Context: an optimization exercise on an open-source flow, tuned for small area. The choices shown serve that exercise and are no tape-out recipe. The RTL was checked by simulation tests, not by an equivalence proof against the original design. No activity file was given, so power comes from the tool's default toggle rates.

Design cpu, start of the top module:
module cpu(
    input           clk,
    input           rst,
    output [31:0]   pc,
    input  [31:0]   imem_data,
    output          dmem_en,
    output          dmem_we,
    output [3:0]    dmem_be,
    output [9:0]    dmem_addr,
    output [31:0]   dmem_wdata,
    input  [31:0]   dmem_rdata,
    output [31:0]   out_reg6,
    output [31:0]   out_reg7,
    output [31:0]   out_reg15,
    output [31:0]   out_reg16
);
    localparam F_ADD = 5'd0, F_SUB = 5'd1, F_AND = 5'd2, F_OR = 5'd3, F_XOR = 5'd4,
               F_NOR = 5'd5, F_LUI = 5'd6, F_SLT = 5'd7, F_SLTU = 5'd8, F_MDHI = 5'd9,
               F_A = 5'd12, F_HI = 5'd13, F_LO = 5'd14, F_CLZ = 5'd15, F_MUL = 5'd16;
    localparam H_MUL = 2'd0, H_DIV = 2'd1, H_RS = 2'd2;
    localparam S_W = 2'd0, S_H = 2'd1, S_B = 2'd2;
    reg  [31:0] pc_r;
    reg  [31:0] id_instr;
    reg  [31:0] id_pc;       
    reg         f_stall, f_is_rs, f_is_rt;
    reg  [31:0] f_rs, f_rt;
    wire        n_stall, n_is_rs, n_is_rt;
    wire [31:0] n_rs, n_rt;
    reg  [31:0] e_a, e_b;
    reg  [4:0]  e_fn;
    reg         e_hw, e_lw, e_sga, e_sgb;
    reg  [1:0]  e_hsrc;
    reg         e_men, e_mwe, e_msg;
    reg  [1:0]  e_msz;
    reg         e_wena, e_mfc0;
    reg  [4:0]  e_rdc;
    reg  [31:0] m_val;
    reg  [11:0] m_addr;
    reg         m_en, m_we, m_sg;
    reg  [1:0]  m_sz;
    reg         m_wena, m_mfc0;
    reg  [4:0]  m_rdc;
    reg  [31:0] w_val;
    reg         w_wena;
    reg  [4:0]  w_rdc;
    reg  [31:0] hl_a, hl_b;    
    wire        stall = n_stall;
    reg ph_p, ph_n;
    always @(posedge clk or posedge rst)
        if (rst) ph_p <= 1'b0;
        else     ph_p <= ~ph_p;
    always @(negedge clk or posedge rst)
        if (rst) ph_n <= 1'b0;
        else     ph_n <= ph_p;
    wire ph1 = ph_p ^ ph_n;
    wire [31:0] ins = id_instr;
    wire [5:0]  op  = ins[31:26];
    wire [5:0]  fn  = ins[5:0];
    wire [4:0]  rsc = ins[25:21];
    wire [4:0]  rtc = ins[20:16];
    wire [4:0]  rdf = ins[15:11];
    wire        opR = (op == 6'b000000);
  ...
export LEC_CHECK = 0
export ABC_AREA = 1
export CAP_MARGIN = 20
export CORE_MARGIN = 2
export CORE_UTILIZATION = 65
export PLACE_DENSITY = 0.75
export SLEW_MARGIN = 20
create_clock -name core_clock -period 500.0 [get_ports {clk}]
standard.sh (not shown) runs the stock make flow with config.mk's settings and CLKGATE_MAP_FILE= SYNTH_SCRIPT=/design/flow/synth_recipe.tcl, a recipe that flattens the netlist after the stock synthesis.
==> flow/flow/run.sh <==
#!/bin/bash
# 1. the standard synthesis, unchanged.
# 2. Area-oriented re-mapping of its combinational gates (flow/remap.tcl);
#    registers, adder cells and tie cells are untouched.
# 3. the standard layout of that netlist, with ports buffered by the
#    smallest buffer and a clock tree with larger leaf clusters and no
#    dummy loads.
# Each tool's output goes to a log file of its own in this folder.
set -euo pipefail
W=$PWD
bash standard.sh synth > log_1_synth.log 2>&1
R=orfs/results/$FLOW_PLATFORM/cpu/base
cp $R/1_2_yosys.v standard_synth.v
mv orfs orfs_synth
YOSYS=$(command -v yosys || echo $FLOW_HOME/../tools/install/yosys/bin/yosys)
REMAP_LIB=$FLOW_HOME/platforms/$FLOW_PLATFORM/lib/sky130_fd_sc_hd__tt_025C_1v80.lib \
REMAP_IN=$W/standard_synth.v REMAP_OUT=$W/remapped.v REMAP_TOP=$FLOW_TOP \
REMAP_SCRIPT=$W/flow/remap.abc REMAP_DIR=$W \
  $YOSYS -c flow/remap.tcl > log_2_remap.log 2>&1
bash standard.sh \
  "SYNTH_NETLIST_FILES=$W/remapped.v" \
  "BUFFER_PORTS_ARGS=-buffer_cell sky130_fd_sc_hd__buf_1" \
  "CTS_ARGS=-sink_clustering_enable -repair_clock_nets -dont_use_dummy_load -buf_list sky130_fd_sc_hd__clkbuf_8 -sink_clustering_size 16 -sink_clustering_max_diameter 60" \
  finish > log_3_layout.log 2>&1
==> flow/flow/remap.abc <==
strash
dc2
dch -f
amap -F 4 -A 10 -m
topo
Other scripts of this flow, unchanged in this note and not shown: flow/flow/remap.tcl
The first run completed without violations.
Rerun with:
==> flow/flow/remap.abc (replaced) <==
strash
dch -f
amap -F 4 -A 10 -m
topo
What happened:
- synthesized cell count falls by 2.2%
- count of clock-buffer cells in the layout goes up by 5
- wire length came out higher by 1.5%
- sequential cell count is unchanged
- total power rose by 5.0%
- cell area barely changes
- synthesized area decreases by 0.30%
- global-route usage is higher by 0.45 points
- die area drops by 0.30%

========
== run A ==
Another version of the RTL of cpu (not shown whole).
For scale: ~120000 sq um of cells after synthesis.
Settings: LEC_CHECK=0, ABC_AREA=1, CAP_MARGIN=15, CORE_MARGIN=2, CORE_UTILIZATION=65, PLACE_DENSITY=0.75, SLEW_MARGIN=15; clock period 500.0 ns.
==> flow/flow/remap.abc <==
strash
dch -f
amap -F 4 -A 10 -m
topo
==> flow/flow/remap.tcl <==
# Re-map the combinational logic of the standard synthesis with an
# area-oriented ABC script.  Flip-flops, adder cells and tie cells are kept
# as they are (same instances, names and cell types); only the gates between
# them are unmapped to plain logic and mapped again.
yosys -import
set lib $::env(REMAP_LIB)
set dir $::env(REMAP_DIR)
set keep {sky130_fd_sc_hd__df* sky130_fd_sc_hd__edf* sky130_fd_sc_hd__sdf* sky130_fd_sc_hd__sedf*
          sky130_fd_sc_hd__dlx* sky130_fd_sc_hd__dlr* sky130_fd_sc_hd__dlclkp* sky130_fd_sc_hd__sdlclkp*
          sky130_fd_sc_hd__fa_* sky130_fd_sc_hd__fah* sky130_fd_sc_hd__ha_* sky130_fd_sc_hd__conb_*}
set dont_use {}
foreach p {sky130_fd_sc_hd__probe_p_8 sky130_fd_sc_hd__probec_p_8 sky130_fd_sc_hd__lpflow_* sky130_fd_sc_hd__*_0
           sky130_fd_sc_hd__clk* sky130_fd_sc_hd__dly* sky130_fd_sc_hd__buf_*} {
  lappend dont_use -dont_use $p
}

# every cell as its function; the kept ones as black boxes
read_liberty -ignore_miss_func $lib
foreach p $keep { setattr -mod -set blackbox 1 $p }
read_verilog $::env(REMAP_IN)
hierarchy -top $::env(REMAP_TOP)
tee -o $dir/remap_before.txt stat -liberty $lib
flatten
opt -purge
abc -liberty $lib {*}$dont_use -script $::env(REMAP_SCRIPT) -D 500000
opt_clean -purge
setundef -zero
hilomap -singleton -hicell sky130_fd_sc_hd__conb_1 HI -locell sky130_fd_sc_hd__conb_1 LO
insbuf -buf sky130_fd_sc_hd__buf_1 A X
splitnets
opt_clean -purge
# cell definitions for the checks below (flatten dropped the unused ones)
read_liberty -lib -overwrite $lib
tee -o $dir/remap_after.txt stat -liberty $lib
check -assert
write_verilog -noattr -nohex -nodec $::env(REMAP_OUT)
Scripts as last shown in full above: flow/flow/run.sh
## Diff of input files: run B against run A
- SLEW_MARGIN changed from 15 to 20
- CAP_MARGIN changed from 15 to 20
Notes after the runs:
Diff run B..run A | placed cell count | negligible. Depth of the critical timing path with buffers and inverters included: run A vs run B — no meaningful difference. The higher number of CTS-inserted buffers came out of run A. Any difference in internal power summed over all cells between run A and run B is small enough to ignore. [compare] base=run A new=run B: placed instance area did not really move, wire length of the first global-routing pass went down, setup slack on the worst flop-to-flop path increased 0.82 ns, relative contribution of the clock network to total power stayed essentially flat. The cell area after layout on run B is in line with that on run A. Run B contains fewer vias than run A.

========
alpha:
Another version of the RTL of cpu (not shown whole).
Size in the first run: ~2600 flip-flops, ~270 I/O pins, roughly 140000 um2 of cells after synthesis.
==> flow/design.v (excerpt) <==
module cpu(
    input           clk,
    input           rst,
    output [31:0]   pc,
    input  [31:0]   imem_data,
    output          dmem_en,
    output          dmem_we,
    output [3:0]    dmem_be,
    output [9:0]    dmem_addr,
    output [31:0]   dmem_wdata,
    input  [31:0]   dmem_rdata,
    output [31:0]   out_reg6,
    output [31:0]   out_reg7,
    output [31:0]   out_reg15,
    output [31:0]   out_reg16
);
Settings: LEC_CHECK=0, ABC_AREA=1, CAP_MARGIN=40, CORE_MARGIN=2, CORE_UTILIZATION=55, PLACE_DENSITY=0.65, SLEW_MARGIN=40; clock period 500.0 ns.
==> flow/flow/run.sh <==
#!/bin/bash
# Standard layout with two knobs changed: ports are buffered with the
# smallest buffer, and clock tree synthesis clusters more flip-flops per
# leaf buffer and inserts no dummy loads.
set -euo pipefail
bash standard.sh \
  "BUFFER_PORTS_ARGS=-buffer_cell sky130_fd_sc_hd__buf_1" \
  "CTS_ARGS=-sink_clustering_enable -repair_clock_nets -dont_use_dummy_load -buf_list sky130_fd_sc_hd__clkbuf_16 -sink_clustering_size 25 -sink_clustering_max_diameter 90" \
  finish > flow_make.log 2>&1
alpha completed; timing, DRC and antenna clean
Input changes introduced in beta (baseline for comparison: alpha):
- PLACE_DENSITY: 0.65 -> 0.4
- CORE_UTILIZATION: 55 -> 30
==> flow/flow/run.sh <==
#!/bin/bash
# Standard layout with two knobs changed: ports are buffered with the
# smallest buffer, and clock tree synthesis uses mid-size clock buffers
# without dummy loads.
set -euo pipefail
bash standard.sh \
  "BUFFER_PORTS_ARGS=-buffer_cell sky130_fd_sc_hd__buf_1" \
  "CTS_ARGS=-sink_clustering_enable -repair_clock_nets -dont_use_dummy_load -buf_list sky130_fd_sc_hd__clkbuf_8 -sink_clustering_size 20" \
  finish > flow_make.log 2>&1
Results
alpha → beta: wire length of the first global-routing pass went up 15%, count of fill cells added during filler insertion went up about 120%, worst-case setup slack after placement went up 1.74 ns, global-route met1 utilization went down 20 points, hold slack went down 0.033 ns. alpha -> beta: count of clock-buffer cells in the layout increased by more than 100%.

========
## old
Starting RTL as in the previous note.
clock: 500.0 ns
lec_check: 0
abc_area: 1
cap_margin: 40
core_margin: 2
core_utilization: 55
place_density: 0.65
slew_margin: 40
==> flow/flow/run.sh <==
#!/bin/bash
# Standard layout with two knobs changed: ports are buffered with the
# smallest buffer, and clock tree synthesis uses mid-size clock buffers
# without dummy loads.
set -euo pipefail
bash standard.sh \
  "BUFFER_PORTS_ARGS=-buffer_cell sky130_fd_sc_hd__buf_1" \
  "CTS_ARGS=-sink_clustering_enable -repair_clock_nets -dont_use_dummy_load -buf_list sky130_fd_sc_hd__clkbuf_8 -sink_clustering_size 20" \
  finish > flow_make.log 2>&1
Setup changes, old to new
==> flow/flow/run.sh <==
#!/bin/bash
# Standard layout with two knobs changed: ports are buffered with the
# smallest buffer, and clock tree synthesis clusters more flip-flops per
# leaf buffer and inserts no dummy loads.
set -euo pipefail
bash standard.sh \
  "BUFFER_PORTS_ARGS=-buffer_cell sky130_fd_sc_hd__buf_1" \
  "CTS_ARGS=-sink_clustering_enable -repair_clock_nets -dont_use_dummy_load -buf_list sky130_fd_sc_hd__clkbuf_8 -sink_clustering_size 12 -sink_clustering_max_diameter 100" \
  finish > flow_make.log 2>&1
==> results.txt <==
- new: flow completed, timing, DRC and antenna clean
- Compared with old, in new leakage power summed over all cells went down 1.4 nW; met2 usage went down 0.27 points; fraction of area in multi-input gates went up 0.71 points; global-route usage went down 0.22 points; starting DRC count in detailed routing went down 59.
- Per the comparison of new with old, pin slew with the least headroom to its limit shows a reduction of 31 ps; cell count shows a reduction of about 1.1%; utilization shows a reduction of 1.1 points; clock transition at the register clock pins on the worst setup and hold paths after CTS shows an increase of 20 ps; fraction of power spent switching nets shows an increase of 1.4 points.
- Against old, length of routed met2 wiring in new fell slightly.
